Context: an optimization exercise on an open-source flow, tuned for small area and a short achievable clock period. The choices shown serve that exercise and are no tape-out recipe.
Only simulation tests tie the RTL to the original design; equivalence was not proved.
Power figures rest on the tool's default switching activity, not on a simulated workload.

==> flow/design.v <==
module CPU_div4 #(parameter W = 2) (
    input  [15:0] rin,
    input  [1:0]  abits,
    input  [15:0] b,
    input  [17:0] b3,
    output [1:0]  q,
    output [15:0] rout
);
    wire [W-1:0] x;
    generate
        if (W == 2) begin : g2
            assign x = abits;
        end else begin : gn
            assign x = {rin[W-3:0], abits};
        end
    endgenerate
    wire bz1, bz2;
    generate
        if (W < 16) begin : gb
            assign bz1 = ~|b[15:W];
        end else begin : gb16
            assign bz1 = 1'b1;
        end
    endgenerate
    assign bz2 = ~|b[15:W-1];
    wire bz3 = b <= ((1 << W) - 1) / 3;
    wire [W:0] d1 = {1'b0, x} - {1'b0, b[W-1:0]};
    wire [W:0] d2 = {1'b0, x} - {1'b0, b[W-2:0], 1'b0};
    wire [W:0] d3 = {1'b0, x} - {1'b0, b3[W-1:0]};
    wire ge1 = bz1 & ~d1[W];
    wire ge2 = bz2 & ~d2[W];
    wire ge3 = bz3 & ~d3[W];
    assign q = {ge2, ge3 | (ge1 & ~ge2)};
    wire [W-1:0] mhi = ge3 ? d3[W-1:0] : d2[W-1:0];
    wire [W-1:0] mlo = ge1 ? d1[W-1:0] : x;
    generate
        if (W < 16) begin : gz
            assign rout[15:W] = {(16-W){1'b0}};
        end
    endgenerate
    assign rout[W-1:0] = ge2 ? mhi : mlo;
endmodule
module CPU_mul16lo (
    input  [15:0] a,
    input  [15:0] b,
    output [15:0] p
);
    wire s1 = (a[0] & b[2]) ^ (a[1] & b[1]) ^ (a[2] & b[0]);
    wire c1 = ((a[0] & b[2]) & (a[1] & b[1])) | ((a[0] & b[2]) & (a[2] & b[0])) | ((a[1] & b[1]) & (a[2] & b[0]));
    wire s2 = (a[0] & b[3]) ^ (a[1] & b[2]) ^ (a[2] & b[1]);
    wire c2 = ((a[0] & b[3]) & (a[1] & b[2])) | ((a[0] & b[3]) & (a[2] & b[1])) | ((a[1] & b[2]) & (a[2] & b[1]));
    wire s3 = (a[0] & b[4]) ^ (a[1] & b[3]) ^ (a[2] & b[2]);
    wire c3 = ((a[0] & b[4]) & (a[1] & b[3])) | ((a[0] & b[4]) & (a[2] & b[2])) | ((a[1] & b[3]) & (a[2] & b[2]));
    wire s4 = (a[0] & b[5]) ^ (a[1] & b[4]) ^ (a[2] & b[3]);
    wire c4 = ((a[0] & b[5]) & (a[1] & b[4])) | ((a[0] & b[5]) & (a[2] & b[3])) | ((a[1] & b[4]) & (a[2] & b[3]));
    wire s5 = (a[3] & b[2]) ^ (a[4] & b[1]) ^ (a[5] & b[0]);
    wire c5 = ((a[3] & b[2]) & (a[4] & b[1])) | ((a[3] & b[2]) & (a[5] & b[0])) | ((a[4] & b[1]) & (a[5] & b[0]));
    wire s6 = (a[0] & b[6]) ^ (a[1] & b[5]) ^ (a[2] & b[4]);
    wire c6 = ((a[0] & b[6]) & (a[1] & b[5])) | ((a[0] & b[6]) & (a[2] & b[4])) | ((a[1] & b[5]) & (a[2] & b[4]));
    wire s7 = (a[3] & b[3]) ^ (a[4] & b[2]) ^ (a[5] & b[1]);
    wire c7 = ((a[3] & b[3]) & (a[4] & b[2])) | ((a[3] & b[3]) & (a[5] & b[1])) | ((a[4] & b[2]) & (a[5] & b[1]));
    wire s8 = (a[0] & b[7]) ^ (a[1] & b[6]) ^ (a[2] & b[5]);
    wire c8 = ((a[0] & b[7]) & (a[1] & b[6])) | ((a[0] & b[7]) & (a[2] & b[5])) | ((a[1] & b[6]) & (a[2] & b[5]));
    wire s9 = (a[3] & b[4]) ^ (a[4] & b[3]) ^ (a[5] & b[2]);
    wire c9 = ((a[3] & b[4]) & (a[4] & b[3])) | ((a[3] & b[4]) & (a[5] & b[2])) | ((a[4] & b[3]) & (a[5] & b[2]));
    wire s10 = (a[0] & b[8]) ^ (a[1] & b[7]) ^ (a[2] & b[6]);
    wire c10 = ((a[0] & b[8]) & (a[1] & b[7])) | ((a[0] & b[8]) & (a[2] & b[6])) | ((a[1] & b[7]) & (a[2] & b[6]));
    wire s11 = (a[3] & b[5]) ^ (a[4] & b[4]) ^ (a[5] & b[3]);
    wire c11 = ((a[3] & b[5]) & (a[4] & b[4])) | ((a[3] & b[5]) & (a[5] & b[3])) | ((a[4] & b[4]) & (a[5] & b[3]));
    wire s12 = (a[6] & b[2]) ^ (a[7] & b[1]) ^ (a[8] & b[0]);
    wire c12 = ((a[6] & b[2]) & (a[7] & b[1])) | ((a[6] & b[2]) & (a[8] & b[0])) | ((a[7] & b[1]) & (a[8] & b[0]));
    wire s13 = (a[0] & b[9]) ^ (a[1] & b[8]) ^ (a[2] & b[7]);
    wire c13 = ((a[0] & b[9]) & (a[1] & b[8])) | ((a[0] & b[9]) & (a[2] & b[7])) | ((a[1] & b[8]) & (a[2] & b[7]));
    wire s14 = (a[3] & b[6]) ^ (a[4] & b[5]) ^ (a[5] & b[4]);
    wire c14 = ((a[3] & b[6]) & (a[4] & b[5])) | ((a[3] & b[6]) & (a[5] & b[4])) | ((a[4] & b[5]) & (a[5] & b[4]));
    wire s15 = (a[6] & b[3]) ^ (a[7] & b[2]) ^ (a[8] & b[1]);
    wire c15 = ((a[6] & b[3]) & (a[7] & b[2])) | ((a[6] & b[3]) & (a[8] & b[1])) | ((a[7] & b[2]) & (a[8] & b[1]));
    wire s16 = (a[0] & b[10]) ^ (a[1] & b[9]) ^ (a[2] & b[8]);
    wire c16 = ((a[0] & b[10]) & (a[1] & b[9])) | ((a[0] & b[10]) & (a[2] & b[8])) | ((a[1] & b[9]) & (a[2] & b[8]));
    wire s17 = (a[3] & b[7]) ^ (a[4] & b[6]) ^ (a[5] & b[5]);
    wire c17 = ((a[3] & b[7]) & (a[4] & b[6])) | ((a[3] & b[7]) & (a[5] & b[5])) | ((a[4] & b[6]) & (a[5] & b[5]));
    wire s18 = (a[6] & b[4]) ^ (a[7] & b[3]) ^ (a[8] & b[2]);
    wire c18 = ((a[6] & b[4]) & (a[7] & b[3])) | ((a[6] & b[4]) & (a[8] & b[2])) | ((a[7] & b[3]) & (a[8] & b[2]));
    wire s19 = (a[0] & b[11]) ^ (a[1] & b[10]) ^ (a[2] & b[9]);
    wire c19 = ((a[0] & b[11]) & (a[1] & b[10])) | ((a[0] & b[11]) & (a[2] & b[9])) | ((a[1] & b[10]) & (a[2] & b[9]));
    wire s20 = (a[3] & b[8]) ^ (a[4] & b[7]) ^ (a[5] & b[6]);
    wire c20 = ((a[3] & b[8]) & (a[4] & b[7])) | ((a[3] & b[8]) & (a[5] & b[6])) | ((a[4] & b[7]) & (a[5] & b[6]));
    wire s21 = (a[6] & b[5]) ^ (a[7] & b[4]) ^ (a[8] & b[3]);
    wire c21 = ((a[6] & b[5]) & (a[7] & b[4])) | ((a[6] & b[5]) & (a[8] & b[3])) | ((a[7] & b[4]) & (a[8] & b[3]));
    wire s22 = (a[9] & b[2]) ^ (a[10] & b[1]) ^ (a[11] & b[0]);
    wire c22 = ((a[9] & b[2]) & (a[10] & b[1])) | ((a[9] & b[2]) & (a[11] & b[0])) | ((a[10] & b[1]) & (a[11] & b[0]));
    wire s23 = (a[0] & b[12]) ^ (a[1] & b[11]) ^ (a[2] & b[10]);
    wire c23 = ((a[0] & b[12]) & (a[1] & b[11])) | ((a[0] & b[12]) & (a[2] & b[10])) | ((a[1] & b[11]) & (a[2] & b[10]));
    wire s24 = (a[3] & b[9]) ^ (a[4] & b[8]) ^ (a[5] & b[7]);
    wire c24 = ((a[3] & b[9]) & (a[4] & b[8])) | ((a[3] & b[9]) & (a[5] & b[7])) | ((a[4] & b[8]) & (a[5] & b[7]));
    wire s25 = (a[6] & b[6]) ^ (a[7] & b[5]) ^ (a[8] & b[4]);
    wire c25 = ((a[6] & b[6]) & (a[7] & b[5])) | ((a[6] & b[6]) & (a[8] & b[4])) | ((a[7] & b[5]) & (a[8] & b[4]));
    wire s26 = (a[9] & b[3]) ^ (a[10] & b[2]) ^ (a[11] & b[1]);
    wire c26 = ((a[9] & b[3]) & (a[10] & b[2])) | ((a[9] & b[3]) & (a[11] & b[1])) | ((a[10] & b[2]) & (a[11] & b[1]));
    wire s27 = (a[0] & b[13]) ^ (a[1] & b[12]) ^ (a[2] & b[11]);
    wire c27 = ((a[0] & b[13]) & (a[1] & b[12])) | ((a[0] & b[13]) & (a[2] & b[11])) | ((a[1] & b[12]) & (a[2] & b[11]));
    wire s28 = (a[3] & b[10]) ^ (a[4] & b[9]) ^ (a[5] & b[8]);
    wire c28 = ((a[3] & b[10]) & (a[4] & b[9])) | ((a[3] & b[10]) & (a[5] & b[8])) | ((a[4] & b[9]) & (a[5] & b[8]));
    wire s29 = (a[6] & b[7]) ^ (a[7] & b[6]) ^ (a[8] & b[5]);
    wire c29 = ((a[6] & b[7]) & (a[7] & b[6])) | ((a[6] & b[7]) & (a[8] & b[5])) | ((a[7] & b[6]) & (a[8] & b[5]));
    wire s30 = (a[9] & b[4]) ^ (a[10] & b[3]) ^ (a[11] & b[2]);
    wire c30 = ((a[9] & b[4]) & (a[10] & b[3])) | ((a[9] & b[4]) & (a[11] & b[2])) | ((a[10] & b[3]) & (a[11] & b[2]));
    wire s31 = (a[0] & b[14]) ^ (a[1] & b[13]) ^ (a[2] & b[12]);
    wire c31 = ((a[0] & b[14]) & (a[1] & b[13])) | ((a[0] & b[14]) & (a[2] & b[12])) | ((a[1] & b[13]) & (a[2] & b[12]));
    wire s32 = (a[3] & b[11]) ^ (a[4] & b[10]) ^ (a[5] & b[9]);
    wire c32 = ((a[3] & b[11]) & (a[4] & b[10])) | ((a[3] & b[11]) & (a[5] & b[9])) | ((a[4] & b[10]) & (a[5] & b[9]));
    wire s33 = (a[6] & b[8]) ^ (a[7] & b[7]) ^ (a[8] & b[6]);
    wire c33 = ((a[6] & b[8]) & (a[7] & b[7])) | ((a[6] & b[8]) & (a[8] & b[6])) | ((a[7] & b[7]) & (a[8] & b[6]));
    wire s34 = (a[9] & b[5]) ^ (a[10] & b[4]) ^ (a[11] & b[3]);
    wire c34 = ((a[9] & b[5]) & (a[10] & b[4])) | ((a[9] & b[5]) & (a[11] & b[3])) | ((a[10] & b[4]) & (a[11] & b[3]));
    wire s35 = (a[12] & b[2]) ^ (a[13] & b[1]) ^ (a[14] & b[0]);
    wire c35 = ((a[12] & b[2]) & (a[13] & b[1])) | ((a[12] & b[2]) & (a[14] & b[0])) | ((a[13] & b[1]) & (a[14] & b[0]));
    wire s36 = (a[0] & b[15]) ^ (a[1] & b[14]) ^ (a[2] & b[13]);
    wire c36 = ((a[0] & b[15]) & (a[1] & b[14])) | ((a[0] & b[15]) & (a[2] & b[13])) | ((a[1] & b[14]) & (a[2] & b[13]));
    wire s37 = (a[3] & b[12]) ^ (a[4] & b[11]) ^ (a[5] & b[10]);
    wire c37 = ((a[3] & b[12]) & (a[4] & b[11])) | ((a[3] & b[12]) & (a[5] & b[10])) | ((a[4] & b[11]) & (a[5] & b[10]));
    wire s38 = (a[6] & b[9]) ^ (a[7] & b[8]) ^ (a[8] & b[7]);
    wire c38 = ((a[6] & b[9]) & (a[7] & b[8])) | ((a[6] & b[9]) & (a[8] & b[7])) | ((a[7] & b[8]) & (a[8] & b[7]));
    wire s39 = (a[9] & b[6]) ^ (a[10] & b[5]) ^ (a[11] & b[4]);
    wire c39 = ((a[9] & b[6]) & (a[10] & b[5])) | ((a[9] & b[6]) & (a[11] & b[4])) | ((a[10] & b[5]) & (a[11] & b[4]));
    wire s40 = (a[12] & b[3]) ^ (a[13] & b[2]) ^ (a[14] & b[1]);
    wire c40 = ((a[12] & b[3]) & (a[13] & b[2])) | ((a[12] & b[3]) & (a[14] & b[1])) | ((a[13] & b[2]) & (a[14] & b[1]));
    wire s41 = c1 ^ s2 ^ (a[3] & b[0]);
    wire c41 = (c1 & s2) | (c1 & (a[3] & b[0])) | (s2 & (a[3] & b[0]));
    wire s42 = c2 ^ s3 ^ (a[3] & b[1]);
    wire c42 = (c2 & s3) | (c2 & (a[3] & b[1])) | (s3 & (a[3] & b[1]));
    wire s43 = c3 ^ s4 ^ s5;
    wire c43 = (c3 & s4) | (c3 & s5) | (s4 & s5);
    wire s44 = c4 ^ c5 ^ s6;
    wire c44 = (c4 & c5) | (c4 & s6) | (c5 & s6);
    wire s45 = c6 ^ c7 ^ s8;
    wire c45 = (c6 & c7) | (c6 & s8) | (c7 & s8);
    wire s46 = s9 ^ (a[6] & b[1]) ^ (a[7] & b[0]);
    wire c46 = (s9 & (a[6] & b[1])) | (s9 & (a[7] & b[0])) | ((a[6] & b[1]) & (a[7] & b[0]));
    wire s47 = c8 ^ c9 ^ s10;
    wire c47 = (c8 & c9) | (c8 & s10) | (c9 & s10);
    wire s48 = c10 ^ c11 ^ c12;
    wire c48 = (c10 & c11) | (c10 & c12) | (c11 & c12);
    wire s49 = s13 ^ s14 ^ s15;
    wire c49 = (s13 & s14) | (s13 & s15) | (s14 & s15);
    wire s50 = c13 ^ c14 ^ c15;
    wire c50 = (c13 & c14) | (c13 & c15) | (c14 & c15);
    wire s51 = s16 ^ s17 ^ s18;
    wire c51 = (s16 & s17) | (s16 & s18) | (s17 & s18);
    wire s52 = c16 ^ c17 ^ c18;
    wire c52 = (c16 & c17) | (c16 & c18) | (c17 & c18);
    wire s53 = s19 ^ s20 ^ s21;
    wire c53 = (s19 & s20) | (s19 & s21) | (s20 & s21);
    wire s54 = c19 ^ c20 ^ c21;
    wire c54 = (c19 & c20) | (c19 & c21) | (c20 & c21);
    wire s55 = c22 ^ s23 ^ s24;
    wire c55 = (c22 & s23) | (c22 & s24) | (s23 & s24);
    wire s56 = s25 ^ s26 ^ (a[12] & b[0]);
    wire c56 = (s25 & s26) | (s25 & (a[12] & b[0])) | (s26 & (a[12] & b[0]));
    wire s57 = c23 ^ c24 ^ c25;
    wire c57 = (c23 & c24) | (c23 & c25) | (c24 & c25);
    wire s58 = c26 ^ s27 ^ s28;
    wire c58 = (c26 & s27) | (c26 & s28) | (s27 & s28);
    wire s59 = s29 ^ s30 ^ (a[12] & b[1]);
    wire c59 = (s29 & s30) | (s29 & (a[12] & b[1])) | (s30 & (a[12] & b[1]));
    wire s60 = c27 ^ c28 ^ c29;
    wire c60 = (c27 & c28) | (c27 & c29) | (c28 & c29);
    wire s61 = c30 ^ s31 ^ s32;
    wire c61 = (c30 & s31) | (c30 & s32) | (s31 & s32);
    wire s62 = s33 ^ s34 ^ s35;
    wire c62 = (s33 & s34) | (s33 & s35) | (s34 & s35);
    wire s63 = c31 ^ c32 ^ c33;
    wire c63 = (c31 & c32) | (c31 & c33) | (c32 & c33);
    wire s64 = c34 ^ c35 ^ s36;
    wire c64 = (c34 & c35) | (c34 & s36) | (c35 & s36);
    wire s65 = s37 ^ s38 ^ s39;
    wire c65 = (s37 & s38) | (s37 & s39) | (s38 & s39);
    wire s66 = c41 ^ s42 ^ (a[4] & b[0]);
    wire c66 = (c41 & s42) | (c41 & (a[4] & b[0])) | (s42 & (a[4] & b[0]));
    wire s67 = c43 ^ s44 ^ s7;
    wire c67 = (c43 & s44) | (c43 & s7) | (s44 & s7);
    wire s68 = c44 ^ s45 ^ s46;
    wire c68 = (c44 & s45) | (c44 & s46) | (s45 & s46);
    wire s69 = c45 ^ c46 ^ s47;
    wire c69 = (c45 & c46) | (c45 & s47) | (c46 & s47);
    wire s70 = c47 ^ s48 ^ s49;
    wire c70 = (c47 & s48) | (c47 & s49) | (s48 & s49);
    wire s71 = c48 ^ c49 ^ s50;
    wire c71 = (c48 & c49) | (c48 & s50) | (c49 & s50);
    wire s72 = s51 ^ (a[9] & b[1]) ^ (a[10] & b[0]);
    wire c72 = (s51 & (a[9] & b[1])) | (s51 & (a[10] & b[0])) | ((a[9] & b[1]) & (a[10] & b[0]));
    wire s73 = c50 ^ c51 ^ s52;
    wire c73 = (c50 & c51) | (c50 & s52) | (c51 & s52);
    wire s74 = c52 ^ c53 ^ s54;
    wire c74 = (c52 & c53) | (c52 & s54) | (c53 & s54);
    wire s75 = c54 ^ c55 ^ c56;
    wire c75 = (c54 & c55) | (c54 & c56) | (c55 & c56);
    wire s76 = s57 ^ s58 ^ s59;
    wire c76 = (s57 & s58) | (s57 & s59) | (s58 & s59);
    wire s77 = c57 ^ c58 ^ c59;
    wire c77 = (c57 & c58) | (c57 & c59) | (c58 & c59);
    wire s78 = s60 ^ s61 ^ s62;
    wire c78 = (s60 & s61) | (s60 & s62) | (s61 & s62);
    wire s79 = c60 ^ c61 ^ c62;
    wire c79 = (c60 & c61) | (c60 & c62) | (c61 & c62);
    wire s80 = s63 ^ s64 ^ s65;
    wire c80 = (s63 & s64) | (s63 & s65) | (s64 & s65);
    wire s81 = c66 ^ c42 ^ s43;
    wire c81 = (c66 & c42) | (c66 & s43) | (c42 & s43);
    wire s82 = c68 ^ s69 ^ s11;
    wire c82 = (c68 & s69) | (c68 & s11) | (s69 & s11);
    wire s83 = c69 ^ s70 ^ (a[9] & b[0]);
    wire c83 = (c69 & s70) | (c69 & (a[9] & b[0])) | (s70 & (a[9] & b[0]));
    wire s84 = c70 ^ s71 ^ s72;
    wire c84 = (c70 & s71) | (c70 & s72) | (s71 & s72);
    wire s85 = c71 ^ c72 ^ s73;
    wire c85 = (c71 & c72) | (c71 & s73) | (c72 & s73);
    wire s86 = c73 ^ s74 ^ s55;
    wire c86 = (c73 & s74) | (c73 & s55) | (s74 & s55);
    wire s87 = c74 ^ s75 ^ s76;
    wire c87 = (c74 & s75) | (c74 & s76) | (s75 & s76);
    wire s88 = c75 ^ c76 ^ s77;
    wire c88 = (c75 & c76) | (c75 & s77) | (c76 & s77);
    wire s89 = c77 ^ c78 ^ s79;
    wire c89 = (c77 & c78) | (c77 & s79) | (c78 & s79);
    wire s90 = s80 ^ s40 ^ (a[15] & b[0]);
    wire c90 = (s80 & s40) | (s80 & (a[15] & b[0])) | (s40 & (a[15] & b[0]));
    wire s91 = c81 ^ s67 ^ (a[6] & b[0]);
    wire c91 = (c81 & s67) | (c81 & (a[6] & b[0])) | (s67 & (a[6] & b[0]));
    wire s92 = c84 ^ s85 ^ s53;
    wire c92 = (c84 & s85) | (c84 & s53) | (s85 & s53);
    wire s93 = c85 ^ s86 ^ s56;
    wire c93 = (c85 & s86) | (c85 & s56) | (s86 & s56);
    wire s94 = c86 ^ s87 ^ (a[13] & b[0]);
    wire c94 = (c86 & s87) | (c86 & (a[13] & b[0])) | (s87 & (a[13] & b[0]));
    wire s95 = c87 ^ s88 ^ s78;
    wire c95 = (c87 & s88) | (c87 & s78) | (s88 & s78);
    wire s96 = c88 ^ s89 ^ s90;
    wire c96 = (c88 & s89) | (c88 & s90) | (s89 & s90);
    wire s97 = c91 ^ c67 ^ s68;
    wire c97 = (c91 & c67) | (c91 & s68) | (c67 & s68);
    wire s98 = c97 ^ s82 ^ s12;
    wire c98 = (c97 & s82) | (c97 & s12) | (s82 & s12);
    wire s99 = c98 ^ c82 ^ s83;
    wire c99 = (c98 & c82) | (c98 & s83) | (c82 & s83);
    wire s100 = c99 ^ c83 ^ s84;
    wire c100 = (c99 & c83) | (c99 & s84) | (c83 & s84);
    wire s101 = c100 ^ s92 ^ s22;
    wire c101 = (c100 & s92) | (c100 & s22) | (s92 & s22);
    wire s102 = c101 ^ c92 ^ s93;
    wire c102 = (c101 & c92) | (c101 & s93) | (c92 & s93);
    wire s103 = c102 ^ c93 ^ s94;
    wire c103 = (c102 & c93) | (c102 & s94) | (c93 & s94);
    wire s104 = c103 ^ c94 ^ s95;
    wire c104 = (c103 & c94) | (c103 & s95) | (c94 & s95);
    wire s105 = c104 ^ c95 ^ s96;
    wire c105 = (c104 & c95) | (c104 & s96) | (c95 & s96);
    wire [15:0] r0 = {s105, s104, s103, s102, s101, s100, s99, s98, s97, s91, s81, s66, s41, s1, (a[0] & b[1]), (a[0] & b[0])};
    wire [15:0] r1 = {1'b0, 1'b0, 1'b0, 1'b0, 1'b0, 1'b0, 1'b0, 1'b0, 1'b0, 1'b0, 1'b0, 1'b0, 1'b0, 1'b0, (a[1] & b[0]), 1'b0};
    assign p = r0 + r1;
endmodule
module CPU (
    input clk,
    input reset,
    input [18:0] instruction,
    input [15:0] data_in,
    output reg [15:0] data_out,
    output [15:0] address,
    output reg mem_read,
    output reg mem_write
);
    localparam N1 = 2;
    localparam N2 = 6;
    localparam K1 = 2 * N1;
    localparam K2 = 2 * N2;
    reg [15:0] registers [0:15];
    wire [3:0] opcode = instruction[18:15];
    wire [3:0] rs = instruction[14:11];
    wire [3:0] rt = instruction[10:7];
    wire [3:0] rd = instruction[6:3];
    wire [11:0] addr = instruction[14:3];
    wire op_load  = opcode == 4'b1010;
    wire op_store = opcode == 4'b1011;
    wire op_call  = opcode == 4'b1111;
    wire [15:0] ra = registers[rs];
    wire [15:0] rb = registers[rt];
    wire [17:0] rb3 = {2'b0, rb} + {1'b0, rb, 1'b0};
    wire [15:0] rem1 [0:N1];
    wire [K1-1:0] q1;
    assign rem1[0] = 16'b0;
    genvar j;
    generate
        for (j = 1; j <= N1; j = j + 1) begin : s1
            CPU_div4 #(.W(2*j)) st (.rin(rem1[j-1]), .abits(ra[17-2*j:16-2*j]), .b(rb), .b3(rb3),
                .q(q1[K1-2*j+1:K1-2*j]), .rout(rem1[j]));
        end
    endgenerate
    reg [15:0] A2, B2;
    reg [K1-1:0] r2, q2;
    reg [3:0] op2;
    wire [17:0] B3_2 = {2'b0, B2} + {1'b0, B2, 1'b0};
    wire [15:0] rem2 [N1:N2];
    wire [K2-K1-1:0] qm;
    assign rem2[N1] = {{(16-K1){1'b0}}, r2};
    generate
        for (j = N1 + 1; j <= N2; j = j + 1) begin : s2
            CPU_div4 #(.W(2*j)) st (.rin(rem2[j-1]), .abits(A2[17-2*j:16-2*j]), .b(B2), .b3(B3_2),
                .q(qm[K2-2*j+1:K2-2*j]), .rout(rem2[j]));
        end
    endgenerate
    wire is_add = op2 == 4'd0;
    wire is_sub = op2 == 4'd1;
    wire is_mul = op2 == 4'd2;
    wire is_div = op2 == 4'd3;
    wire is_inc = op2 == 4'd4;
    wire is_dec = op2 == 4'd5;
    wire is_and = op2 == 4'd6;
    wire is_or  = op2 == 4'd7;
    wire is_xor = op2 == 4'd8;
    wire is_not = op2 == 4'd9;
    wire [15:0] addend = is_sub ? ~B2 : is_inc ? 16'h0000 : is_dec ? 16'hFFFF : B2;
    wire [15:0] sum = A2 + addend + {15'b0, is_sub | is_inc};
    wire [15:0] prod;
    CPU_mul16lo mul (.a(A2), .b(B2), .p(prod));
    wire [15:0] res2 =
          ({16{is_add | is_sub | is_inc | is_dec}} & sum)
        | ({16{is_mul}} & prod)
        | ({16{is_div}} & {q2, qm, A2[15-K2:0]})
        | ({16{is_and}} & (A2 & B2))
        | ({16{is_or}}  & (A2 | B2))
        | ({16{is_xor}} & (A2 ^ B2))
        | ({16{is_not}} & ~A2);
    reg [15:0] qa3, b3;
    reg [17:0] b3x3;
    reg [K2-1:0] r3;
    reg div3;
    reg sel3;            
    reg [15:0] addr_hold;
    reg ex_zero;         
    wire [15:0] rem3 [N2:8];
    wire [15-K2:0] ql;
    assign rem3[N2] = {{(16-K2){1'b0}}, r3};
    generate
        for (j = N2 + 1; j <= 8; j = j + 1) begin : s3
            CPU_div4 #(.W(2*j)) st (.rin(rem3[j-1]), .abits(qa3[17-2*j:16-2*j]), .b(b3), .b3(b3x3),
                .q(ql[17-2*j:16-2*j]), .rout(rem3[j]));
        end
    endgenerate
    wire [15:0] ex_res = div3 ? {qa3[15:16-K2], ql} : qa3;
    assign address = sel3 ? ex_res : addr_hold;
    reg [3:0] EXdst, WBdst;
    reg [15:0] WBres;
    reg [15:0] PC;
    wire [15:0] pc_inc = PC + 16'd1;
    always @(posedge clk or posedge reset) begin
        if (reset) begin
            op2 <= 4'b1010;
            EXdst <= 4'b0;
            WBdst <= 4'b0;
            WBres <= 16'b0;
            PC <= 16'b0;
        end else begin
            op2 <= opcode;
            EXdst <= rd;
            WBdst <= EXdst;
            WBres <= ex_zero ? 16'b0 : ex_res;
            case (opcode)
                4'b1100, 4'b1111: PC <= {4'b0, addr};
                4'b1101: if (ra == rb) PC <= {4'b0, addr};
                4'b1110: if (ra != rb) PC <= {4'b0, addr};
                default: PC <= pc_inc;
            endcase
        end
    end
    always @(posedge clk or posedge reset) begin
        if (reset)
            ex_zero <= 1'b1;
        else
            ex_zero <= 1'b0;
    end
    always @(posedge clk) begin
        A2 <= ra;
        B2 <= rb;
        r2 <= rem1[N1][K1-1:0];
        q2 <= q1;
        qa3 <= res2;
        b3 <= B2;
        b3x3 <= B3_2;
        r3 <= rem2[N2][K2-1:0];
        div3 <= is_div;
        sel3 <= ~reset & (op_load | op_store);
        addr_hold <= address;
    end
    always @(posedge clk) begin
        if (!reset) begin
            if (op_load) begin
                mem_read <= 1'b1;
            end else if (op_store) begin
                mem_write <= 1'b1;
                data_out <= rb;
            end else begin
                mem_read <= 1'b0;
                mem_write <= 1'b0;
            end
            if (op_call)
                registers[15] <= pc_inc;
            if (!op_store)
                registers[WBdst] <= WBres;
        end
    end
endmodule
==> flow/run.sh <==
#!/bin/bash
# synth_recipe.tcl (not shown) runs the flow's synth.tcl, then flattens the netlist and writes it again
# the make line also repeats each setting of config.mk as NAME=value (left out here)
make -C /OpenROAD-flow-scripts/flow DESIGN_CONFIG=/design/flow/config.mk WORK_HOME=/design/flow/orfs CLKGATE_MAP_FILE= SYNTH_SCRIPT=/design/flow/synth_recipe.tcl finish
==> flow/config.mk <==
export PLATFORM = sky130hd
export DESIGN_NAME = CPU
export DESIGN_NICKNAME = CPU
export VERILOG_FILES = /design/flow/design.v
export SDC_FILE = /design/flow/constraint.sdc
export NUM_CORES = 4
export LEC_CHECK = 0
export CAP_MARGIN = 20
export CORE_MARGIN = 2
export CORE_UTILIZATION = 40
export SLEW_MARGIN = 20
==> flow/constraint.sdc <==
create_clock -name core_clock -period 28.0 [get_ports {clk}]
set_input_delay 5.6000 -clock core_clock [delete_from_list [all_inputs] [get_ports {clk}]]
set_output_delay 5.6000 -clock core_clock [all_outputs]
set_load 0.01 [all_outputs]
==> insert_results.sql, run 1 <==
INSERT INTO impl_metrics (metric_group, metric, value, unit) VALUES
('pwr', 'design_power_total', '3.21', 'mW'),
('timing', 'setup_viol', '0', ''),
('cts', 'cts_root_buffer', 'sky130_fd_sc_hd__clkbuf_16', ''),
('timing', 'final_critical_path_setup_slack', '15200', 'ps'),
('cts', 'numCtsBuffers', '47', ''),
('global_route', 'grt_max_degree', '48', ''),
('die', 'dieWidth', '288', 'um'),
('place', 'numPortBuffers', '51', ''),
('run_status', 'status', 'timing/DRC/antenna clean', ''),
('cells_and_area', 'multi_input_area', '0.0193', 'sq mm'),
('cells_and_area', 'area_growth', '11.3', '%'),
('detailed_routing', 'remaining_drc_errors', '0', ''),
('cts', 'post_cts_resized', '0', ''),
('pwr', 'comb_power_share', '0.536', ''),
('place', 'dp_hpwl', '68.2', 'mm'),
('detailed_routing', 'drt_iter0_drc', '1870', ''),
('global_route', 'grt_first_pass_wirelength', '146', 'mm'),
('synth', 'postSynth.topFlopCell', 'sky130_fd_sc_hd__edfxtp_1', ''),
('synth', 'synth.area.top_cells', 'sky130_fd_sc_hd__edfxtp_1 26%, sky130_fd_sc_hd__ha_1 12%, sky130_fd_sc_hd__mux4_2 11%, sky130_fd_sc_hd__dfxtp_1 7.3%, sky130_fd_sc_hd__fa_1 7.2%', ''),
('timing', 'period_share', '0.457', ''),
('global_route', 'grt_remaining_overflow', '0', ''),
('place', 'gp_congestion', '0.917', ''),
('setup_path', 'timing.rr.end', 'r3[11]', ''),
('cts', 'cts_max_path_buffers', '3', ''),
('timing', 'drv_slew', '0', ''),
('cells_and_area', 'final_nets', '3467', ''),
('synth', 'netlist_instances', '2948', ''),
('synth', 'number_of_synthesized_flops_with_an_enable_pin', '274', ''),
('timing', 'rsz_0062_raised_after_global_routing', 'false', ''),
('timing', 'tightest_slew', '1090', 'ps'),
('die', 'die_area', '0.0828', 'sq mm'),
('detailed_routing', 'route.detailed.vias_per_inst', '5.72', ''),
('die', 'design.core.area', '0.0802', 'sq mm'),
('detailed_routing', 'avgRoutedWirePerCell', '23.3', 'um'),
('cells_and_area', 'seq_area', '0.0117', 'sq mm'),
('synth', 'netlist-cell-type-count', '81', ''),
('synth', 'synth.top_cell.area_share', '0.256', ''),
('detailed_routing', 'antenna_violating_nets_post_route', '0', ''),
('pwr', 'power_frac_clock', '0.205', ''),
('global_route', 'grt_use_total', '0.234', ''),
('synth', 'synth_nets', '3396', ''),
('die', 'placement_rows', '104', ''),
('hold_path', 'hold_ep', 'WBdst[2]', ''),
('timing', 'final_period_minus_worst_setup_slack', '12800', 'ps'),
('cts', 'postCtsSetupBuffers', '0', ''),
('timing', 'final.setup_skew', '31.7', 'ps'),
('die', 'num_io_pins', '71', ''),
('hold_path', 'min-delay-start', 'EXdst[2]', ''),
('cells_and_area', 'insertedDiodeCount', '0', ''),
('setup_path', 'critPathMostFrequentCell', 'sky130_fd_sc_hd__o21ai_0', ''),
('pwr', 'power.share.sequential', '0.260', ''),
('pwr', 'static-leakage-power', '14.1', 'nW'),
('setup_path', 'maximum_net_fanout_on_the_critical_path', '26', ''),
('setup_path', 'reg_to_reg_slack_setup', '15350', 'ps'),
('setup_path', 'worst-setup-path-type', 'register to primary output', ''),
('hold_path', 'number_of_cells_on_the_worst_hold_path', '0', ''),
('hold_path', 'hold_class', 'register to register', ''),
('timing', 'final.setup.tns', '0', 'ps'),
('synth', 'yosysSeqAreaShare', '0.363', ''),
('setup_path', 'crit_path_arrival_time', '7200', 'ps'),
('setup_path', 'setup.worst_path.end_class', 'primary output', ''),
('global_route', 'initial_antenna_violation_count', '1', ''),
('detailed_routing', 'drt_first_pass_iters', '5', ''),
('synth', 'synthesis.area', '0.0322', 'sq mm'),
('setup_path', 'reg2regPathDepth', '43', ''),
('setup_path', 'worstSetupStartpointType', 'register', ''),
('pwr', 'p_switching', '1.32', 'mW'),
('timing', 'final-hold-violation-count', '0', ''),
('synth', 'yosysWarnings', '1', ''),
('cts', 'clock_sink_count', '436', ''),
('synth', 'yosys_register_bits', '436', '');
power groups by stage:
stage / logic, mW / clock network, mW / registers (mW)
3_3_place_gp: 1.69 / 0 / 0.845
6_report: 1.72 / 0.657 / 0.834
3_5_place_dp: 1.69 / 0 / 0.845
4_1_cts: 1.71 / 0.670 / 0.833
5_1_grt: 1.92 / 0.695 / 0.842
2_1_floorplan: 1.25 / 0 / 0.816
cell families after synthesis:
kind of cell,count (synthesis),synth area share
AOI/OAI and AO/OA,645,0.126
xor gates and xnor gates,188,0.0511
adders and majority gates,412,0.187
buffers and inverters,334,0.0410
DFF,436,0.363
muxes,210,0.127
other,1,0.000116
and+or+nand+nor,722,0.104
worst max path at each step:
| stage | startpoint | endpoint | slack (ps) | cells past startpoint |
|---|---|---|---|---|
| detailed placement | B2[2] | r3[11] | 15570 | 43 |
| global route | B2[2] | r3[11] | 14440 | 43 |
| CTS | b3x3[0] | address[0] | 15160 | 28 |
| floorplan | b3x3[0] | address[1] | 17520 | 27 |
| global placement | B2[2] | qa3[4] | 15600 | 41 |
| finish | b3x3[0] | address[0] | 15200 | 28 |
cell usage after synthesis, types with 20 or more instances:
cell	number
sky130_fd_sc_hd__dfrtp_1	42
sky130_fd_sc_hd__o211ai_1	25
sky130_fd_sc_hd__xor2_1	49
sky130_fd_sc_hd__o21a_1	20
sky130_fd_sc_hd__a211oi_1	38
sky130_fd_sc_hd__nand2_1	179
sky130_fd_sc_hd__nand2b_1	25
sky130_fd_sc_hd__fa_1	115
sky130_fd_sc_hd__a21o_1	48
sky130_fd_sc_hd__a21oi_1	201
sky130_fd_sc_hd__xnor2_1	139
sky130_fd_sc_hd__mux2_2	20
sky130_fd_sc_hd__nor2_1	258
sky130_fd_sc_hd__o21bai_1	28
sky130_fd_sc_hd__mux2i_1	32
sky130_fd_sc_hd__o21ai_0	145
sky130_fd_sc_hd__clkbuf_1	66
sky130_fd_sc_hd__dfxtp_1	117
sky130_fd_sc_hd__mux4_2	158
sky130_fd_sc_hd__ha_1	296
sky130_fd_sc_hd__nand3_1	45
sky130_fd_sc_hd__nor2b_1	63
sky130_fd_sc_hd__inv_1	229
sky130_fd_sc_hd__edfxtp_1	274
sky130_fd_sc_hd__nor3_1	57
state kept, by name (all words and copies together) (netlist names), 12 cells and up:
signal / cells
b3x3: 16
WBres: 16
addr_hold: 16
b3: 15
data_out: 16
B2: 16
PC: 16
registers: 256
r3: 12
qa3: 16
A2: 16
placed cells by master (no fill, tap or decap), types with 28 or more instances in the layout:
master / synthesis / layout
sky130_fd_sc_hd__o21ai_0: 145 / 145
sky130_fd_sc_hd__dfrtp_1: 42 / 42
sky130_fd_sc_hd__nor2_1: 258 / 245
sky130_fd_sc_hd__clkdlybuf4s50_1: 0 / 46
sky130_fd_sc_hd__xor2_1: 49 / 49
sky130_fd_sc_hd__o21bai_1: 28 / 28
sky130_fd_sc_hd__dfxtp_1: 117 / 117
sky130_fd_sc_hd__mux2i_1: 32 / 32
sky130_fd_sc_hd__fa_1: 115 / 115
sky130_fd_sc_hd__a211oi_1: 38 / 37
sky130_fd_sc_hd__a21oi_1: 201 / 201
sky130_fd_sc_hd__inv_1: 229 / 228
sky130_fd_sc_hd__a21o_1: 48 / 48
sky130_fd_sc_hd__nand3_1: 45 / 45
sky130_fd_sc_hd__nand2_1: 179 / 179
sky130_fd_sc_hd__ha_1: 296 / 296
sky130_fd_sc_hd__nor3_1: 57 / 52
sky130_fd_sc_hd__edfxtp_1: 274 / 274
sky130_fd_sc_hd__buf_4: 1 / 66
sky130_fd_sc_hd__xnor2_1: 139 / 139
sky130_fd_sc_hd__mux4_2: 158 / 158
sky130_fd_sc_hd__clkbuf_16: 0 / 48
sky130_fd_sc_hd__nor2b_1: 63 / 63
area by class of cell:
cell class              count  share of cell area
inverters                 241              0.0252
clock inverters            21             0.00901
well taps                1060              0.0370
multi-input cells        2178               0.538
repair buffers            115              0.0271
clock buffers              64              0.0371
flip-flops and latches    436               0.326
worst max-delay path, delay by kind of cell (launching register included):
kind	cells	cell delay (ps)
multiplexers	2	580
AND/OR/NAND/NOR	2	190
AO/OA/AOI/OAI	18	3530
adder cells (fa/ha/maj)	3	980
buffers and inverters	3	930
flip-flops	1	410
per-stage QoR:
| stage | util | hold slack, ps | cell area (sq um) | cells |
|---|---|---|---|---|
| after floorplan | - | 331 | 32200 | 2948 |
| after global routing | 0.447 | 368 | 35800 | 4115 |
| after global placement | 0.426 | 332 | 34200 | 4030 |
| after detailed placement | 0.426 | 341 | 34200 | 4030 |
| after CTS | 0.447 | 354 | 35800 | 4115 |
| final | 0.447 | 351 | 35800 | 4115 |
routing by layer:
metal	up-vias	routed length [um]	GRT usage
li1	10900	-	-
met4	2	2600	0.0631
met5	-	13	0
met3	150	5950	0.0292
met2	756	46100	0.396
met1	11700	41200	0.318
==> run 2: changes to the inputs <==
==> flow/flow/run.sh (new file) <==
#!/bin/bash
# Standard ORFS flow (the standard.sh) with faster port buffers and a
# setup-repair margin, so that repair_timing works towards a shorter period
# than the design's clock. The constraints (SDC) are the design's, unchanged.
set -euo pipefail
export BUFFER_PORTS_ARGS="-buffer_cell sky130_fd_sc_hd__buf_4"
export SETUP_SLACK_MARGIN=18.5
export MATCH_CELL_FOOTPRINT=0
bash standard.sh > standard.log 2>&1
==> flow/standard.sh (new file) <==
#!/bin/bash
# synth_recipe.tcl (not shown) runs the flow's synth.tcl, then flattens the netlist and writes it again
# the make line also repeats each setting of config.mk as NAME=value (left out here)
make -C /OpenROAD-flow-scripts/flow DESIGN_CONFIG=/design/flow/config.mk WORK_HOME=/design/flow/orfs CLKGATE_MAP_FILE= SYNTH_SCRIPT=/design/flow/synth_recipe.tcl "${@:-finish}"
removed: flow/run.sh
==> insert_results.sql, run 2 <==
INSERT INTO impl_metrics (metric_group, metric, value, unit) VALUES
('synth', 'synth_top_family_by_area', 'adder cells', ''),
('die', 'design.core.area', '0.0802', 'sq mm'),
('synth', 'netlist-cell-type-count', '81', ''),
('place', 'dp_hpwl', '69.0', 'mm'),
('synth', 'synth_commonest_cells', '296 x sky130_fd_sc_hd__ha_1, 274 x sky130_fd_sc_hd__edfxtp_1, 258 x sky130_fd_sc_hd__nor2_1', ''),
('place', 'placedInstanceArea', '0.0341', 'sq mm'),
('detailed_routing', 'antenna_violating_nets_post_route', '0', ''),
('cells_and_area', 'largest_reg_flops', '256', ''),
('run_status', 'status', 'timing/DRC/antenna clean', ''),
('pwr', 'p_per_area', '88.2', 'mW/mm^2'),
('timing', 'drv_slew', '0', ''),
('hold_path', 'min-delay-start', 'EXdst[3]', ''),
('timing', 'final.setup.tns', '0', 'ps'),
('synth', 'netlist_instances', '2948', ''),
('setup_path', 'timing.rr.end', 'r3[5]', ''),
('synth', 'number_of_synthesized_flops_with_an_enable_pin', '274', ''),
('synth', 'asyncSetResetFlopFracSynth', '0.103', ''),
('global_route', 'first_global_vias', '24300', ''),
('pwr', 'ir_worst_vdd', '0.111', 'mV'),
('synth', 'synthesis.area', '0.0322', 'sq mm'),
('die', 'floorplan.initialDensity', '0.402', ''),
('synth', 'yosysSeqAreaShare', '0.363', ''),
('setup_path', 'reg_to_reg_slack_setup', '18680', 'ps'),
('synth', 'synth_xor_xnor_area_share', '0.0511', ''),
('setup_path', 'crit_path_arrival_time', '5770', 'ps'),
('cells_and_area', 'largest-register', 'registers', ''),
('hold_path', 'hold_ep', 'WBdst[3]', ''),
('synth', 'synth_compound_gate_area_share', '0.126', ''),
('cts', 'clkTransAtPathRegs', '60', 'ps'),
('place', 'numPortBuffers', '51', ''),
('setup_path', 'reg2regPathDepth', '47', ''),
('die', 'dieWidth', '288', 'um'),
('timing', 'final_period_minus_worst_setup_slack', '11370', 'ps'),
('die', 'die_area', '0.0828', 'sq mm'),
('setup_path', 'setup.worst_path.end_class', 'primary output', ''),
('setup_path', 'crit_reg_reg_startpoint', 'B2[1]', ''),
('detailed_routing', 'route.detailed.vias_per_inst', '5.81', ''),
('setup_path', 'worst-setup-path-type', 'register to primary output', ''),
('cells_and_area', 'area_growth', '18.2', '%'),
('timing', 'period_share', '0.406', ''),
('cts', 'cts.hold.buffers_added', '0', ''),
('timing', 'max_clock_freq', '87.9', 'MHz'),
('timing', 'hold_worst_slack', '358', 'ps'),
('cts', 'numCtsBuffers', '46', ''),
('cells_and_area', 'nFillCells', '7392', ''),
('timing', 'final-hold-violation-count', '0', ''),
('synth', 'synth.top_cell.area_share', '0.256', ''),
('synth', 'synthAdderAreaFrac', '0.187', ''),
('pwr', 'static-leakage-power', '15.1', 'nW'),
('die', 'num_io_pins', '71', ''),
('detailed_routing', 'drt_iter0_drc', '2059', ''),
('cts', 'cts-htree-levels', '2', ''),
('cells_and_area', 'seq_area', '0.0117', 'sq mm'),
('synth', 'yosysWarnings', '1', ''),
('global_route', 'grt_remaining_overflow', '0', ''),
('synth', 'yosys_register_bits', '436', ''),
('cells_and_area', 'layout_common_cells', '281 x sky130_fd_sc_hd__ha_1, 274 x sky130_fd_sc_hd__edfxtp_1, 235 x sky130_fd_sc_hd__nor2_1, 216 x sky130_fd_sc_hd__inv_1, 207 x sky130_fd_sc_hd__buf_4', ''),
('die', 'placement_rows', '104', ''),
('cells_and_area', 'most_common_cell_after_layout_fill_and_taps_aside', 'sky130_fd_sc_hd__ha_1', ''),
('detailed_routing', 'routed_wirelength', '102', 'mm'),
('synth', 'synth_area_per_inst', '10.9', 'sq um'),
('flow_run', 'timing.max_cap.violations', '0', ''),
('cells_and_area', 'design_area', '0.0381', 'sq mm'),
('detailed_routing', 'vias', '24700', ''),
('synth', 'synth.area.top_cells', 'sky130_fd_sc_hd__edfxtp_1 26%, sky130_fd_sc_hd__ha_1 12%, sky130_fd_sc_hd__mux4_2 11%, sky130_fd_sc_hd__dfxtp_1 7.3%, sky130_fd_sc_hd__fa_1 7.2%', ''),
('hold_path', 'hold_class', 'register to register', ''),
('global_route', 'grt_max_degree', '48', ''),
('global_route', 'grt_use_total', '0.242', ''),
('global_route', 'initial_antenna_violation_count', '1', ''),
('cells_and_area', 'multi_input_area', '0.0202', 'sq mm'),
('cts', 'clock_sink_count', '436', ''),
('cts', 'worstSkewPairLatency', '600', 'ps'),
('cells_and_area', 'post_route_cells_drive_above_1_share', '0.222', ''),
('setup_path', 'worstPathBufferInverterCount', '4', ''),
('synth', 'synth_simple_gate_area_frac', '0.104', ''),
('setup_path', 'critPathMostFrequentCell', 'sky130_fd_sc_hd__a21o_1', ''),
('setup_path', 'critPathRequiredTime', '22400', 'ps'),
('detailed_routing', 'avgRoutedWirePerCell', '24.1', 'um'),
('setup_path', 'worstSetupStartpointType', 'register', ''),
('setup_path', 'timing.critical_path.slowest_cell_delay', '340', 'ps'),
('hold_path', 'number_of_cells_on_the_worst_hold_path', '0', ''),
('synth', 'mux_contribution_to_synthesized_area', '0.127', ''),
('setup_path', 'critical_path.slowest_cell', 'sky130_fd_sc_hd__fa_2', ''),
('synth', 'synth_largest_area_cell', 'sky130_fd_sc_hd__edfxtp_1', ''),
('cts', 'cts_root_buffer', 'sky130_fd_sc_hd__clkbuf_16', ''),
('cells_and_area', 'insertedDiodeCount', '0', ''),
('timing', 'setup_viol', '0', ''),
('detailed_routing', 'drt_first_pass_iters', '5', ''),
('cts', 'cts_tree', 'yes', ''),
('timing', 'final.setup_skew', '24.7', 'ps'),
('synth', 'yosysMostFrequentCell', 'sky130_fd_sc_hd__ha_1', ''),
('pwr', 'design_power_total', '3.36', 'mW'),
('detailed_routing', 'remaining_drc_errors', '0', ''),
('timing', 'max_slew_margin', '0.263', ''),
('setup_path', 'cp_top_family', 'compound AO/OA/AOI/OAI gates', ''),
('synth', 'postSynth.topFlopCell', 'sky130_fd_sc_hd__edfxtp_1', ''),
('cts', 'cts_max_path_buffers', '3', ''),
('synth', 'synth_nets', '3396', ''),
('timing', 'rsz_0062_raised_after_global_routing', 'true', ''),
('setup_path', 'maximum_net_fanout_on_the_critical_path', '5', ''),
('cells_and_area', 'final_util', '0.475', ''),
('cells_and_area', 'final_nets', '3595', ''),
('timing', 'tightest_slew', '1100', 'ps'),
('global_route', 'grt_first_pass_wirelength', '150', 'mm'),
('die', 'dieHeight', '288', 'um'),
('place', 'gp_congestion', '0.929', '');
run 2: cell counts after synthesis:
No cell type changed its count.
run 2: worst register-to-register path, delay by kind of cell (launching register included):
kind                       cells  cell delay, ps
and+or+nand+nor               12            2110
adders and majority gates      7            2050
buffers and inverters          7             930
AOI/OAI and AO/OA             19            3090
muxes                          2             640
DFF                            1             380
run 2: layer usage:
| layer | wire length (um) | track usage | up-vias |
|---|---|---|---|
| met5 | 11 | 0 | - |
| met2 | 48800 | 0.407 | 956 |
| met4 | 4020 | 0.0858 | 2 |
| met3 | 6790 | 0.0292 | 242 |
| li1 | - | - | 11200 |
| met1 | 42700 | 0.324 | 12300 |
run 2: cells by family (layout without fill, tap and decap cells):
| kind of cell | count (synthesis) | count (layout) |
|---|---|---|
| flops | 436 | 436 |
| simple gates | 722 | 723 |
| mux | 210 | 210 |
| other cells | 1 | 1 |
| buf+inv | 334 | 570 |
| fa+ha+maj | 412 | 412 |
| xor+xnor | 188 | 188 |
| compound gates | 645 | 645 |
run 2: worst max-delay path by stage:
| stage | to | slack (ps) | depth (start not counted) | start |
|---|---|---|---|---|
| 2_1_floorplan | address[0] | 17960 | 27 | qa3[2] |
| 3_3_place_gp | r3[10] | 15700 | 43 | B2[1] |
| 3_5_place_dp | r3[11] | 15750 | 44 | B2[1] |
| 4_1_cts | address[0] | 16620 | 28 | qa3[2] |
| 5_1_grt | address[0] | 16400 | 29 | qa3[2] |
| 6_report | address[0] | 16630 | 28 | qa3[2] |
run 2: where the power goes:
group | switching [mW] | total, mW | leakage [nW] | internal (mW)
logic | 1.08 | 1.90 | 10.3 | 0.820
clock network | 0.268 | 0.620 | 0.762 | 0.352
registers | 0.0755 | 0.838 | 4.06 | 0.763
run 2: area by class of cell:
type	count	share of cell area
clock inverter	21	0.00520
tap	1060	0.0349
timing repair buffer	243	0.0603
clock buffer	65	0.0357
multi-input combinational	2179	0.531
inverter	241	0.0247
sequential	436	0.308
run 2: what timing repair did:
action / in CTS / in global routing
endpoints found under the setup margin: 41 / 23
setup buffers: 52 / 74
cloned: 7 / 4
resized for setup: 134 / 137
endpoints found under the hold margin: 0 / 0
pin swaps: 36 / 72
run 2: per-stage QoR:
step / setup WS [ps] / instances
6_report: 16630 / 4245
5_1_grt: 16400 / 4245
4_1_cts: 16620 / 4167
3_5_place_dp: 15750 / 4022
3_3_place_gp: 15700 / 4022
2_1_floorplan: 17960 / 2948
==> run 3: changes to the inputs <==
--- a/flow/config.mk
+++ b/flow/config.mk
@@ -5,6 +5,7 @@
 export SDC_FILE = /design/flow/constraint.sdc
 export NUM_CORES = 4
 export LEC_CHECK = 0
+export ABC_AREA = 1
 export CAP_MARGIN = 20
 export CORE_MARGIN = 2
 export CORE_UTILIZATION = 40
==> insert_results.sql, run 3 <==
INSERT INTO impl_metrics (metric_group, metric, value, unit) VALUES
('cells_and_area', 'insertedDiodeCount', '0', ''),
('setup_path', 'critical_path.slowest_cell', 'sky130_fd_sc_hd__dfxtp_2', ''),
('cts', 'numCtsBuffers', '45', ''),
('cts', 'worstSkewPairLatency', '610', 'ps'),
('setup_path', 'reg2regPathDepth', '51', ''),
('cells_and_area', 'final_nets', '4672', ''),
('synth', 'synthAdderAreaFrac', '0.179', ''),
('global_route', 'initial_antenna_violation_count', '5', ''),
('global_route', 'first_global_vias', '27600', ''),
('run_status', 'status', 'timing/DRC/antenna clean', ''),
('die', 'floorplan.initialDensity', '0.403', ''),
('cts', 'cts.hold.buffers_added', '0', ''),
('pwr', 'static-leakage-power', '17.1', 'nW'),
('synth', 'synth_top_family_by_area', 'adder cells', ''),
('place', 'place.detailed.instances', '5182', ''),
('timing', 'setup_viol', '0', ''),
('synth', 'yosys_register_bits', '436', ''),
('timing', 'final.setup.tns', '0', 'ps'),
('hold_path', 'hold_class', 'register to register', ''),
('synth', 'yosysMostFrequentCell', 'sky130_fd_sc_hd__nand2_1', ''),
('timing', 'drv_slew', '0', ''),
('synth', 'synth_nets', '4598', ''),
('global_route', 'grt_remaining_overflow', '0', ''),
('synth', 'asyncSetResetFlopFracSynth', '0.103', ''),
('synth', 'synth_compound_gate_area_share', '0.171', ''),
('die', 'placement_rows', '106', ''),
('detailed_routing', 'routed_wirelength', '109', 'mm'),
('synth', 'synth.top_cell.area_share', '0.245', ''),
('die', 'dieHeight', '294', 'um'),
('timing', 'final_period_minus_worst_setup_slack', '10550', 'ps'),
('detailed_routing', 'drt_iter0_drc', '2616', ''),
('synth', 'synth_simple_gate_area_frac', '0.165', ''),
('cts', 'cts_max_path_buffers', '3', ''),
('setup_path', 'critPathMostFrequentCell', 'sky130_fd_sc_hd__nand2_1', '');
run 3: changes by cell type after synthesis, moves of 32 or more:
cell	previous run	this run
sky130_fd_sc_hd__nand3_1	45	222
sky130_fd_sc_hd__nand2_1	179	720
sky130_fd_sc_hd__o21ai_0	145	388
sky130_fd_sc_hd__a21o_1	48	8
sky130_fd_sc_hd__nor2b_1	63	0
sky130_fd_sc_hd__mux2i_1	32	0
sky130_fd_sc_hd__inv_1	229	629
sky130_fd_sc_hd__a21oi_1	201	334
sky130_fd_sc_hd__o211ai_1	25	103
sky130_fd_sc_hd__buf_2	13	60
sky130_fd_sc_hd__mux4_2	158	0
sky130_fd_sc_hd__xnor2_1	139	52
sky130_fd_sc_hd__xor2_1	49	110
run 3: repair_timing:
| action | in CTS | in global routing |
|---|---|---|
| pin swaps | 27 | 59 |
| setup endpoints to repair | 38 | 21 |
| gates cloned | 4 | 4 |
| buffers inserted | 31 | 36 |
| resized for setup | 133 | 121 |
run 3: cells by family after synthesis:
| kind of cell | count (synthesis) |
|---|---|
| buffers and inverters | 797 |
| AND/OR/NAND/NOR | 1337 |
| other | 1 |
| flip-flops | 436 |
| AO/OA/AOI/OAI | 1006 |
| adder cells (fa/ha/maj) | 411 |
| XOR/XNOR | 162 |
run 3: power by group:
part,switching [mW],internal [mW],total [mW]
combinational,0.941,0.605,1.55
clock,0.266,0.328,0.594
sequential,0.0536,0.754,0.808
run 3: worst max-delay path, delay by kind of cell, from the launching register on:
kind | cells | cell delay (ps)
AOI/OAI and AO/OA | 10 | 1300
and+or+nand+nor | 15 | 1230
buffers and inverters | 6 | 920
adders and majority gates | 2 | 570
DFF | 1 | 340
run 3: routing by layer:
layer / routed length, um / vias to the layer above / global-route usage / share of wire
met5: 0 / - / 0 / 0
met1: 49000 / 14000 / 0.355 / 0.45
met3: 9010 / 201 / 0.0295 / 0.083
met2: 48100 / 1178 / 0.387 / 0.44
li1: - / 14100 / - / -
met4: 2980 / 0 / 0.0633 / 0.027
run 3: through the flow:
stage	worst slack (ps)	instance area (sq um)
detailed placement	15780	35100
floorplan	18520	33600
global placement	15800	35100
finish	17450	38200
global route	17150	38200
CTS	17350	37400
run 3: worst paths after layout:
check	slack, ps	end	startpoint
worst min-delay path	350	WBdst[1]	EXdst[1]
worst max-delay path	17450	address[0]	b3[6]
worst max register to register	18990	r3[6]	B2[0]
min in group asynchronous	5190	PC[5]	reset
worst min register to register	350	WBdst[1]	EXdst[1]
max in group asynchronous	22280	WBres[13]	reset
run 3: final cells by class:
class,count,area [sq um],area share
clock inverter,26,239,0.00626
clock buffer,58,1200,0.0315
sequential,436,11700,0.307
inverter,639,2460,0.0644
tap,1080,1350,0.0354
timing repair buffer,184,1710,0.0447
multi-input combinational,2918,19500,0.511

## static timing again, ports no longer ideal
No port has a modelled driver above. Below, the same layouts with a new extraction and two added sets of constraints. Step 1 sets driving cells, clkbuf_16 on the clock port and buf_2 on the other inputs (assumed; they add their load-dependent delay and slew). Step 2 also shifts input and output timing later by t, the mid clock arrival at the registers, as if the neighbouring blocks saw the same clock. Slacks: ideal ports / drivers / drivers and shift; pairs: ideal ports / drivers.
| run | shift t [ns] | setup slack, ns | worst data-port slew with drivers (ns) |
|---|---|---|---|
| run 1 | 0.635 | 15.195 / 15.139 / 15.350 | 0.04 |
| run 2 | 0.640 | 16.625 / 16.569 / 17.209 | 0.17 |
| run 3 | 0.646 | 17.454 / 17.396 / 18.042 | 0.21 |
After both steps setup and hold are still met in every run listed.
